Context: an optimization exercise on an open-source flow, tuned for small area. The choices shown serve that exercise and are no tape-out recipe.
The RTL was checked by simulation tests, not by an equivalence proof against the original design.
Power figures rest on the tool's default switching activity, not on a simulated workload.

[flow/run.sh]
#!/bin/bash
# synth_recipe.tcl (not shown) runs the flow's synth.tcl, then flattens the netlist and writes it again
# the make line also repeats each setting of config.mk as NAME=value (left out here)
make -C /OpenROAD-flow-scripts/flow DESIGN_CONFIG=/design/flow/config.mk WORK_HOME=/design/flow/orfs CLKGATE_MAP_FILE= SYNTH_SCRIPT=/design/flow/synth_recipe.tcl finish
[flow/config.mk]
export PLATFORM = sky130hd
export DESIGN_NAME = SlaveFPGA
export DESIGN_NICKNAME = SlaveFPGA
export VERILOG_FILES = /design/flow/design.v
export SDC_FILE = /design/flow/constraint.sdc
export NUM_CORES = 4
export LEC_CHECK = 0
export CAP_MARGIN = 20
export CORE_MARGIN = 2
export CORE_UTILIZATION = 45
export SLEW_MARGIN = 20
[flow/constraint.sdc]
create_clock -name core_clock -period 8.0 [get_ports {clk}]
set_input_delay 1.6000 -clock core_clock [delete_from_list [all_inputs] [get_ports {clk}]]
set_output_delay 1.6000 -clock core_clock [all_outputs]
set_load 0.01 [all_outputs]
[flow/design.v]
module ReadoutConfigurator(
           SMT_MD, PDZ, NAPZ, ENTRI, INTUPZ, PGA
       );
output SMT_MD, PDZ, NAPZ, ENTRI, INTUPZ;
output [2:0] PGA;
assign SMT_MD = 0;  
assign PDZ = 1;  
assign NAPZ = 1;  
assign ENTRI = 0;
assign INTUPZ = 0;
assign PGA = 3;
endmodule
module AdcController(
           clk, reset, start_acquisition, data_enable, is_error, data_out,
           SCLK, CNVST, RD, CS, RESET, OB2C, PD, SDOUT, RDERROR, BUSY
       );
localparam T2 = 100;
localparam M_ERROR     = 4'd0;
localparam M_RESETTING = 4'd2;
localparam M_RST_UP    = 4'd3;
localparam M_RST_DOWN  = 4'd4;
localparam M_READY     = 4'd5;
localparam M_CONV_UP   = 4'd6;
localparam M_CONV_DOWN = 4'd7;
localparam M_ACQ       = 4'd8;
localparam M_AFTER     = 4'd9;
input clk, reset, start_acquisition;
input RDERROR, BUSY, SDOUT;
output data_enable, is_error;
output [15:0] data_out;
output reg SCLK, CNVST, CS, RESET;
output RD, OB2C, PD;
reg [15:0] data;
reg [6:0] counter;
reg [1:0] reset_counter;
reg [4:0] data_index;
reg [3:0] mode;
wire counter_done = (counter >= T2);
always @(posedge clk) begin
    if (mode == M_READY && start_acquisition)
        counter <= 0;
    else if (!counter_done)
        counter <= counter + 1'b1;
end
integer i;
always @(posedge clk) begin
    if (mode == M_ACQ && !SCLK)
        for (i = 0; i < 16; i = i + 1)
            if (data_index == i + 2) data[i] <= SDOUT;
end
always @(posedge clk) begin
    if (reset) begin
        SCLK <= 1;
        CNVST <= 1;
        CS <= 1;
        RESET <= 1;
        mode <= M_RESETTING;
        reset_counter <= 1;
    end else if (RDERROR) begin
        mode <= M_ERROR;
    end else begin
        case (mode)
        M_RESETTING: begin
            reset_counter <= reset_counter + 1'b1;
            if (reset_counter == 3) begin
                RESET <= 0;
                mode <= M_RST_UP;
            end
        end
        M_RST_UP:   if (BUSY) mode <= M_RST_DOWN;
        M_RST_DOWN: if (!BUSY) mode <= M_READY;
        M_READY: if (start_acquisition) begin
            CNVST <= 0;
            mode <= M_CONV_UP;
        end
        M_CONV_UP:   if (BUSY) mode <= M_CONV_DOWN;
        M_CONV_DOWN: if (!BUSY) begin
            mode <= M_ACQ;
            CS <= 0;
            data_index <= 17;
        end
        M_ACQ: begin
            SCLK <= !SCLK;
            if (!SCLK) begin
                if (data_index != 0) begin
                    data_index <= data_index - 1'b1;
                end else begin
                    mode <= M_AFTER;
                    CS <= 1;
                end
            end
        end
        M_AFTER: if (counter_done) mode <= M_READY;
        default: ;
        endcase
    end
end
assign data_out = data;
assign data_enable = (mode == M_AFTER);
assign is_error = (mode == M_ERROR);
assign RD = 0;
assign OB2C = 0;
assign PD = 0;
endmodule
module DataSerializer(
           clk, reset, lower_adc_data, upper_adc_data,
           lower_adc_data_enable, upper_adc_data_enable, out_bit
       );
input clk, reset, lower_adc_data_enable, upper_adc_data_enable;
input [15:0] lower_adc_data, upper_adc_data;
output out_bit;
reg [4:0] phase;
reg channel;
reg lower_next_ready, upper_next_ready;
wire idle = (phase == 0);
wire take_lower = lower_adc_data_enable && lower_next_ready;
wire take_upper = upper_adc_data_enable && upper_next_ready;
always @(posedge clk) begin
    if (reset)
        phase <= 0;
    else if (!idle)
        phase <= phase + 1'b1;
    else if (take_lower || take_upper)
        phase <= 14;
    if (idle)
        channel <= !take_lower;
    lower_next_ready <= !lower_adc_data_enable || (lower_next_ready && !idle);
    upper_next_ready <= !upper_adc_data_enable || (upper_next_ready && (!idle || take_lower));
end
wire [15:0] data = channel ? upper_adc_data : lower_adc_data;
wire [3:0] index = ~phase[3:0];
assign out_bit = phase[4] ? data[index] : (phase == 14 || (phase == 15 && channel));
endmodule
module SlaveFPGA(
           clk, reset, start_lower_adc, start_upper_adc, serial_data_out,
           lower_adc_error, upper_adc_error,
           SMT_MD, PDZ, NAPZ, ENTRI, INTUPZ, PGA,
           SCLK0, CNVST0, RD0, CS0, RESET0, OB2C0, PD0, SDOUT0, RDERROR0, BUSY0,
           SCLK1, CNVST1, RD1, CS1, RESET1, OB2C1, PD1, SDOUT1, RDERROR1, BUSY1
       );
input clk, reset;
input start_lower_adc, start_upper_adc;
output serial_data_out;
output lower_adc_error, upper_adc_error;
output SMT_MD, PDZ, NAPZ, ENTRI, INTUPZ;
output [2:0] PGA;
output SCLK0, CNVST0, RD0, CS0, RESET0, OB2C0, PD0;
input SDOUT0, RDERROR0, BUSY0;
output SCLK1, CNVST1, RD1, CS1, RESET1, OB2C1, PD1;
input SDOUT1, RDERROR1, BUSY1;
wire [15:0] lower_adc_data_wire, upper_adc_data_wire;
wire lower_adc_data_enable_wire, upper_adc_data_enable_wire;
ReadoutConfigurator readout_configurator(
                        SMT_MD, PDZ, NAPZ, ENTRI, INTUPZ, PGA
                    );
AdcController lower_adc_controller(
                  clk, reset, start_lower_adc, lower_adc_data_enable_wire, lower_adc_error, lower_adc_data_wire,
                  SCLK0, CNVST0, RD0, CS0, RESET0, OB2C0, PD0, SDOUT0, RDERROR0, BUSY0
              );
AdcController upper_adc_controller(
                  clk, reset, start_upper_adc, upper_adc_data_enable_wire, upper_adc_error, upper_adc_data_wire,
                  SCLK1, CNVST1, RD1, CS1, RESET1, OB2C1, PD1, SDOUT1, RDERROR1, BUSY1
              );
DataSerializer data_serializer(
                   clk, reset, lower_adc_data_wire, upper_adc_data_wire, lower_adc_data_enable_wire,
                   upper_adc_data_enable_wire, serial_data_out
               );
endmodule
==> impl_metrics.json, run 1 <==
{
  "synth_flop_cell": "edfxtp_1",
  "ys_types": 62,
  "numCtsBuffers": 9,
  "h-tree-depth": 3,
  "cts.sinks": 84,
  "power.density_mw_per_mm2": 219,
  "cts-hold-fix-buffers": 0,
  "finalSetupTns_ns": 0,
  "antenna_cells": 0,
  "dp.cells": 564,
  "rsz0062_at_grt": "no",
  "worst_slew_pin_slew_ns": 0.972,
  "period_needed_ns": 4.40,
  "syn2layout_area_growth_pct": 8.77,
  "cpLargestDelayFamily": "multiplexers",
  "place_hpwl_um": 5740,
  "regToRegSetupSlack_ns": 5.54,
  "hp-class": "flop to flop",
  "cap_violations": 0,
  "clock_latency_ns": 0.35,
  "grtUsageTotal": 0.168,
  "setup_viol": 0,
  "highest_layer": "met4",
  "hold_viol": 0,
  "cp_common_cell": "mux4_2",
  "crit_start": "data_serializer.channel",
  "worst_ep_arrival_time_ns": 2.80,
  "grt_pass1_vias": 2931,
  "final_common_cell": "nor2_1",
  "criticalPathCategory": "flop to output pin",
  "leakagePower_nw": 1.77,
  "multi_input_area_mm2": 0.00209,
  "power_w": 0.00106,
  "via_per_inst": 5.23,
  "fin_util": 0.499,
  "outcome": "finished clean",
  "critPathRequiredTime_ns": 6.40,
  "post_cts_resized": 0,
  "grt_overflow_total": 0,
  "synth_warnings": 2,
  "firstDrtPassIters": 4,
  "grt_max_degree": 23,
  "async_flop_share": 0,
  "max_freq_mhz": 227,
  "layout_common_cells": "57 x nor2_1, 43 x edfxtp_1, 41 x dfxtp_1",
  "first_iter_violations": 121,
  "holdCritStartpoint": "data_serializer.upper_next_ready",
  "fin_crit_sh": 0.550,
  "routed_wl_um": 8180,
  "syn_inst": 437,
  "vias": 3033,
  "wl_met3_um": 201,
  "netlist_area_mm2": 0.00444,
  "peakVddDrop_v": 0.000101,
  "antenna_found_initial": 0,
  "avgSynthCellArea_um2": 10.2,
  "fin_nets": 472,
  "yosys_register_bits": 84,
  "slew_violations": 0,
  "gp_congestion": 0.780,
  "path_cells": "mux4_2 -> mux4_2 -> mux2i_1 -> a22oi_1 -> clkdlybuf4s50_1",
  "grt_pass1_wl_um": 13800,
  "cts_tree": "built",
  "final.setup_skew_ns": 0.0109,
  "cts_root_buf": "clkbuf_8",
  "wl_met2_um": 3830,
  "die_y_um": 103,
  "die_w_um": 103,
  "slowest_stage": "edfxtp_1",
  "core-area_mm2": 0.00968,
  "drive_gt1_frac": 0.0828,
  "synth_edf_count": 43,
  "path_buf_inv": 1,
  "rows": 36,
  "slowest_delay_ns": 0.66,
  "io_pins": 35,
  "timing.rr.start": "upper_adc_controller.mode[2]",
  "cts_buffer_depth": 2,
  "startpoint_type": "flop",
  "path_max_fanout": 9,
  "post-cts-setup-buffer-count": 0,
  "endpoint_kind": "output pin",
  "fillers": 938,
  "dieArea_mm2": 0.0107,
  "regArea_mm2": 0.00211,
  "initial_core_util": 0.458,
  "drtAntennaViolNets": 0,
  "met1_length_um": 4010,
  "stdcell_count": 580,
  "yosysSeqAreaShare": 0.476,
  "drc_errors": 0,
  "port_buffers": 20,
  "wl_per_cell_um": 14.1,
  "timing.slew.headroom": 0.350,
  "clk_pin_slew_worst_paths_ns": 0.08
}
## kinds of logic (layout without fill, tap and decap cells)
| group | count (synthesis) | in the layout | share of synthesized area |
|---|---|---|---|
| other | 2 | 14 | 0.00169 |
| flip-flops | 84 | 84 | 0.476 |
| adder cells (fa/ha/maj) | 20 | 20 | 0.0564 |
| AND/OR/NAND/NOR | 177 | 177 | 0.211 |
| AO/OA/AOI/OAI | 65 | 65 | 0.0933 |
| buffers and inverters | 57 | 55 | 0.0657 |
| multiplexers | 17 | 17 | 0.0668 |
| XOR/XNOR | 15 | 15 | 0.0296 |
## final timing paths
check / to / depth (start not counted)
hold / removal: data_serializer.upper_next_ready / 2
setup / recovery: serial_data_out / 5
setup reg to reg: upper_adc_controller.mode[2] / 6
hold reg to reg: data_serializer.upper_next_ready / 2
## power breakdown
| part | internal [W] | switching (W) |
|---|---|---|
| Clock | 0.000143 | 0.000152 |
| Combinational | 0.000106 | 0.000107 |
| Sequential | 0.000489 | 0.0000571 |
| Total | 0.000739 | 0.000317 |
## metal layers
metal | track usage | vias to the layer above
met4 | 0.0749 | 0
met2 | 0.270 | 39
met3 | 0.0228 | 10
met1 | 0.229 | 1443
li1 | - | 1541
met5 | 0 | -
## stage by stage
stage / worst slack (ns) / cell area, um^2 / hold WS [ns]
detailed placement: 3.95 / 4630 / 0.434
global placement: 4.04 / 4630 / 0.431
global route: 3.44 / 4830 / 0.477
finish: 3.60 / 4830 / 0.443
CTS: 3.55 / 4820 / 0.446
floorplan: 4.62 / 4480 / 0.422
## area by class of cell
class,instances,area share
clock buffer,9,0.0257
clock inverter,7,0.0140
inverter,19,0.0148
multi-input combinational,308,0.432
sequential,84,0.437
tap,133,0.0345
timing repair buffer,20,0.0415
## worst min-delay path, stage by stage, from the launching register on
cell and delay [ns]:
dfxtp_1 0.31, nand2_1 0.05, nand2_1 0.04
## state kept, by name (all words and copies together) (netlist names), 2 cells and up
signal and cells:
lower_adc_controller.data_index 5, lower_adc_controller.mode 4, data_serializer.phase 5, upper_adc_controller.data_index 5
upper_adc_controller.mode 4, lower_adc_controller.counter 7, lower_adc_controller.data 16, upper_adc_controller.data 16
upper_adc_controller.counter 7, upper_adc_controller.reset_counter 2, lower_adc_controller.reset_counter 2
## cells in the mapped netlist, types with 9 or more instances
master	instances	area [um^2]
dfxtp_1	41	821
ha_1	20	250
edfxtp_1	43	1290
buf_4	17	128
nand2_1	36	135
clkbuf_1	13	48.8
nor3_1	15	75.1
nor2_1	57	214
nand3_1	10	50.1
o21ai_0	13	65.1
a21oi_1	23	115
mux4_2	10	225
inv_1	19	71.3
nand2b_1	9	56.3
==> run 2: changes to the inputs <==
--- a/flow/design.v
+++ b/flow/design.v
@@ -14,90 +14,101 @@
            clk, reset, start_acquisition, data_enable, is_error, data_out,
            SCLK, CNVST, RD, CS, RESET, OB2C, PD, SDOUT, RDERROR, BUSY
        );
-localparam T2 = 100;
-localparam M_ERROR     = 4'd0;
-localparam M_RESETTING = 4'd2;
-localparam M_RST_UP    = 4'd3;
-localparam M_RST_DOWN  = 4'd4;
-localparam M_READY     = 4'd5;
-localparam M_CONV_UP   = 4'd6;
-localparam M_CONV_DOWN = 4'd7;
-localparam M_ACQ       = 4'd8;
-localparam M_AFTER     = 4'd9;
+localparam M_RST1   = 4'd0;    
+localparam M_RST2   = 4'd1;
+localparam M_RST3   = 4'd2;
+localparam M_RUP    = 4'd3;    
+localparam M_RDOWN  = 4'd4;    
+localparam M_READY0 = 4'd5;    
+localparam M_READY  = 4'd6;
+localparam M_CUP    = 4'd7;    
+localparam M_CDOWN  = 4'd8;    
+localparam M_ACQ    = 4'd9;
+localparam M_AFTER  = 4'd10;
+localparam [6:0] CNT_SEED = 7'b0001111;
+localparam [4:0] IDX_SEED = 5'b01010;
 input clk, reset, start_acquisition;
 input RDERROR, BUSY, SDOUT;
 output data_enable, is_error;
 output [15:0] data_out;
-output reg SCLK, CNVST, CS, RESET;
+output reg SCLK;
+output CNVST, CS, RESET;
 output RD, OB2C, PD;
 reg [15:0] data;
 reg [6:0] counter;
-reg [1:0] reset_counter;
-reg [4:0] data_index;
+reg counter_done;
+reg [4:0] index;
 reg [3:0] mode;
-wire counter_done = (counter >= T2);
+reg error;
+wire run = !error && !RDERROR;
+wire start_go = (mode == M_READY0 || mode == M_READY) && start_acquisition;
 always @(posedge clk) begin
-    if (mode == M_READY && start_acquisition)
-        counter <= 0;
-    else if (!counter_done)
-        counter <= counter + 1'b1;
+    if (start_go) begin
+        counter <= CNT_SEED;
+        counter_done <= 0;
+    end else begin
+        counter <= {counter[5:0], counter[6] ^ counter[5]};
+        if (&counter) counter_done <= 1;
+    end
 end
-integer i;
+function [4:0] idx_state;
+    input integer steps;
+    integer k;
+    reg [4:0] s;
+    begin
+        s = IDX_SEED;
+        for (k = 0; k < steps; k = k + 1) s = {s[3:0], s[4] ^ s[2]};
+        idx_state = s;
+    end
+endfunction
+wire sample = (mode == M_ACQ) && !SCLK;
+wire last_bit = &index;
+genvar g;
+generate
+    for (g = 0; g < 16; g = g + 1) begin : gen_data
+        localparam [4:0] P = idx_state(15 - g);
+        always @(posedge clk)
+            if (sample && index == P) data[g] <= SDOUT;
+    end
+endgenerate
 always @(posedge clk) begin
-    if (mode == M_ACQ && !SCLK)
-        for (i = 0; i < 16; i = i + 1)
-            if (data_index == i + 2) data[i] <= SDOUT;
+    if (mode == M_CDOWN)
+        index <= IDX_SEED;
+    else if (sample && run)
+        index <= {index[3:0], index[4] ^ index[2]};
 end
 always @(posedge clk) begin
     if (reset) begin
+        error <= 0;
         SCLK <= 1;
-        CNVST <= 1;
-        CS <= 1;
-        RESET <= 1;
-        mode <= M_RESETTING;
-        reset_counter <= 1;
+        mode <= M_RST1;
     end else if (RDERROR) begin
-        mode <= M_ERROR;
-    end else begin
+        error <= 1;
+    end else if (!error) begin
         case (mode)
-        M_RESETTING: begin
-            reset_counter <= reset_counter + 1'b1;
-            if (reset_counter == 3) begin
-                RESET <= 0;
-                mode <= M_RST_UP;
-            end
-        end
-        M_RST_UP:   if (BUSY) mode <= M_RST_DOWN;
-        M_RST_DOWN: if (!BUSY) mode <= M_READY;
-        M_READY: if (start_acquisition) begin
-            CNVST <= 0;
-            mode <= M_CONV_UP;
-        end
-        M_CONV_UP:   if (BUSY) mode <= M_CONV_DOWN;
-        M_CONV_DOWN: if (!BUSY) begin
-            mode <= M_ACQ;
-            CS <= 0;
-            data_index <= 17;
-        end
+        M_RST1:   mode <= M_RST2;
+        M_RST2:   mode <= M_RST3;
+        M_RST3:   mode <= M_RUP;
+        M_RUP:    if (BUSY) mode <= M_RDOWN;
+        M_RDOWN:  if (!BUSY) mode <= M_READY0;
+        M_READY0, M_READY: if (start_acquisition) mode <= M_CUP;
+        M_CUP:    if (BUSY) mode <= M_CDOWN;
+        M_CDOWN:  if (!BUSY) mode <= M_ACQ;
         M_ACQ: begin
             SCLK <= !SCLK;
-            if (!SCLK) begin
-                if (data_index != 0) begin
-                    data_index <= data_index - 1'b1;
-                end else begin
-                    mode <= M_AFTER;
-                    CS <= 1;
-                end
-            end
+            if (!SCLK && last_bit) mode <= M_AFTER;
         end
-        M_AFTER: if (counter_done) mode <= M_READY;
-        default: ;
+        M_AFTER:  if (counter_done) mode <= M_READY;
+        default:  mode <= 4'bxxxx;
         endcase
     end
 end
 assign data_out = data;
-assign data_enable = (mode == M_AFTER);
-assign is_error = (mode == M_ERROR);
+assign data_enable = (mode == M_AFTER) && !error;
+assign is_error = error;
+assign RESET = (mode == M_RST1 || mode == M_RST2 || mode == M_RST3);
+assign CNVST = (mode <= M_READY0);
+assign CS = (mode != M_ACQ);
 assign RD = 0;
 assign OB2C = 0;
 assign PD = 0;
==> run 2 against run 1 <==
  * Fmax increased by 0.57%
  * Cell count shrank 16%
  * Critical endpoint unchanged
  * Clock skew shrank 0.0023 ns
  * Count of clock-buffer cells in the layout grew 2
  * Global-route usage is 0.077 points higher
  * Via count shrank 14%
  * Highest routed layer unchanged
==> impl_metrics.json, run 2 <==
{
  "layout_common_cells": "45 x dfxtp_1, 43 x nor2_1, 33 x edfxtp_1",
  "port_buffers": 20,
  "path_max_fanout": 9,
  "cts_buffer_depth": 2,
  "dieArea_mm2": 0.00912,
  "synth_edf_count": 33,
  "antenna_cells": 0,
  "max_freq_mhz": 228,
  "synth_top_area_cell": "edfxtp_1",
  "dp_slack_ns": 3.98,
  "finalSetupTns_ns": 0,
  "grt_pass1_wl_um": 11800,
  "vias": 2622,
  "final_common_cell": "dfxtp_1",
  "post-cts-setup-buffer-count": 0,
  "gp_congestion": 0.865,
  "grt_max_degree": 19,
  "ys_top_cells_by_count": "45 x dfxtp_1, 43 x nor2_1, 33 x edfxtp_1",
  "grtUsageMet3": 0.0300,
  "power.density_mw_per_mm2": 239,
  "avgSynthCellArea_um2": 10.2,
  "firstDrtPassIters": 4,
  "routed_wl_um": 7270,
  "syn_inst": 369,
  "outcome": "finished clean",
  "first_iter_violations": 139,
  "endpoint_kind": "output pin",
  "cts-hold-fix-buffers": 0,
  "rsz0062_at_grt": "no",
  "fillers": 764,
  "die_w_um": 95.5,
  "async_flop_share": 0,
  "timing.slew.headroom": 0.473,
  "antenna_found_initial": 0,
  "core-area_mm2": 0.00818,
  "synth_flop_cell": "dfxtp_1",
  "io_pins": 35,
  "grt-busiest-layer": "met2",
  "drtAntennaViolNets": 0,
  "gr-usage-met1": 0.245,
  "leakagePower_nw": 1.41,
  "cts_root_buf": "clkbuf_8",
  "worst_ep_arrival_time_ns": 2.78,
  "grt_overflow_total": 0,
  "synth_warnings": 2,
  "slew_violations": 0,
  "drc_errors": 0,
  "wl_per_cell_um": 14.9,
  "yosys_register_bits": 78,
  "startpoint_type": "flop",
  "worst_slew_pin_slew_ns": 0.788,
  "peakVddDrop_v": 0.000123,
  "post_cts_resized": 0,
  "clock_latency_ns": 0.35,
  "initial_core_util": 0.461,
  "regToRegSetupSlack_ns": 5.41,
  "hp-class": "flop to flop",
  "period_needed_ns": 4.38,
  "cts.sinks": 78,
  "h-tree-depth": 3,
  "grtUsageTotal": 0.169,
  "numCtsBuffers": 9,
  "critPathRequiredTime_ns": 6.40,
  "yosysSeqAreaShare": 0.502,
  "final.setup_skew_ns": 0.00861,
  "largest_registers": "lower_adc_controller.data x16, upper_adc_controller.data x16",
  "synth_top_area_share": 0.263,
  "via_per_inst": 5.37,
  "grt_pass1_vias": 2311,
  "hold_viol": 0,
  "ys_types": 55,
  "criticalPathCategory": "flop to output pin",
  "fin_nets": 392,
  "yosys.cell_count.top_type": "dfxtp_1",
  "cts_tree": "built",
  "fin_crit_sh": 0.547,
  "synth_area_leaders": "edfxtp_1 26%, dfxtp_1 24%, mux4_2 4.8%, nor2_1 4.3%, nand2_1 3.1%",
  "die_y_um": 95.5,
  "setup_slack_ns": 3.62,
  "netlist_area_mm2": 0.00377,
  "place_hpwl_um": 5100,
  "drive_gt1_frac": 0.0888,
  "grt_use_met2": 0.248,
  "cap_violations": 0,
  "clk_pin_slew_worst_paths_ns": 0.08,
  "rows": 33,
  "syn2layout_area_growth_pct": 9.37,
  "setup_viol": 0
}
-- run 2: final cells by class --
cell class	count	area (um^2)	area share
flip-flops and latches	78	1890	0.459
inverters	7	26.3	0.00638
well taps	105	131	0.0319
repair buffers	20	200	0.0486
multi-input cells	262	1690	0.409
clock inverters	5	31.3	0.00759
clock buffers	11	153	0.0371
-- run 2: worst paths after layout --
| kind | from | endpoint | cells after the start |
|---|---|---|---|
| setup reg to reg | data_serializer.phase[0] | data_serializer.phase[2] | 7 |
| hold / removal | lower_adc_controller.counter[2] | lower_adc_controller.counter[3] | 1 |
| hold reg to reg | lower_adc_controller.counter[2] | lower_adc_controller.counter[3] | 1 |
| setup / recovery | data_serializer.channel | serial_data_out | 6 |
-- run 2: through the flow --
stage	power [W]	hold WS (ns)	util	area [um^2]	cells
6_report	0.000983	0.434	0.504	4120	488
3_3_place_gp	0.000713	0.421	0.481	3940	472
5_1_grt	0.00104	0.457	0.504	4120	488
4_1_cts	0.000992	0.438	0.504	4120	488
3_5_place_dp	0.000718	0.424	0.481	3940	472
2_1_floorplan	0.000672	0.402	-	3810	381
-- run 2: kinds of logic (layout without fill, tap and decap cells) --
group | Yosys count | in the layout | synth area share
AND/OR/NAND/NOR | 172 | 172 | 0.248
multiplexers | 15 | 15 | 0.0664
adder cells (fa/ha/maj) | 4 | 4 | 0.0133
flip-flops | 78 | 78 | 0.502
other | 2 | 14 | 0.00199
buffers and inverters | 41 | 43 | 0.0621
AO/OA/AOI/OAI | 50 | 50 | 0.0877
XOR/XNOR | 7 | 7 | 0.0183
-- run 2: power by group --
group,switching [W],total [W],leakage [nW],internal (W)
Clock,0.000144,0.000274,0.0924,0.000131
Sequential,0.0000588,0.000527,0.666,0.000468
Combinational,0.0000868,0.000182,0.655,0.0000950
Total,0.000289,0.000983,1.41,0.000694
-- run 2: layer usage --
layer / share of wire / wire [um]
met4: 0.016 / 119
met5: 0 / 0
met2: 0.46 / 3330
met1: 0.50 / 3620
met3: 0.027 / 199
-- run 2: worst max-delay path, cell delays in order, from the launching register on --
cell and delay, ns:
edfxtp_1 0.68, mux4_2 0.57, a22o_1 0.21, nor3_1 0.17, o21ai_0 0.12, and4_1 0.21, clkdlybuf4s50_1 0.47

re-timing with driven ports:
Ports are ideal in the flow. The routed layouts listed here were re-timed in OpenROAD. Step 1 assumes that a clkbuf_16 drives the clock port and a buf_2 every other input. Step 2, shift: input delay + t, output delay - t, t = (earliest + latest rising clock arrival at the registers) / 2. This alone moves slack from input paths to output paths. Slacks: no drivers / after step 1 / after step 2; pairs: no drivers / after step 1.
run	t (ns)	setup slack, ns	worst setup path after step 2	worst register clock-pin slew, ns
run 1	0.383	3.597 / 3.561 / 3.944	register to output	0.09 / 0.09
run 2	0.372	3.622 / 3.591 / 3.963	register to output	0.08 / 0.08
After both steps every run listed still meets setup and hold.
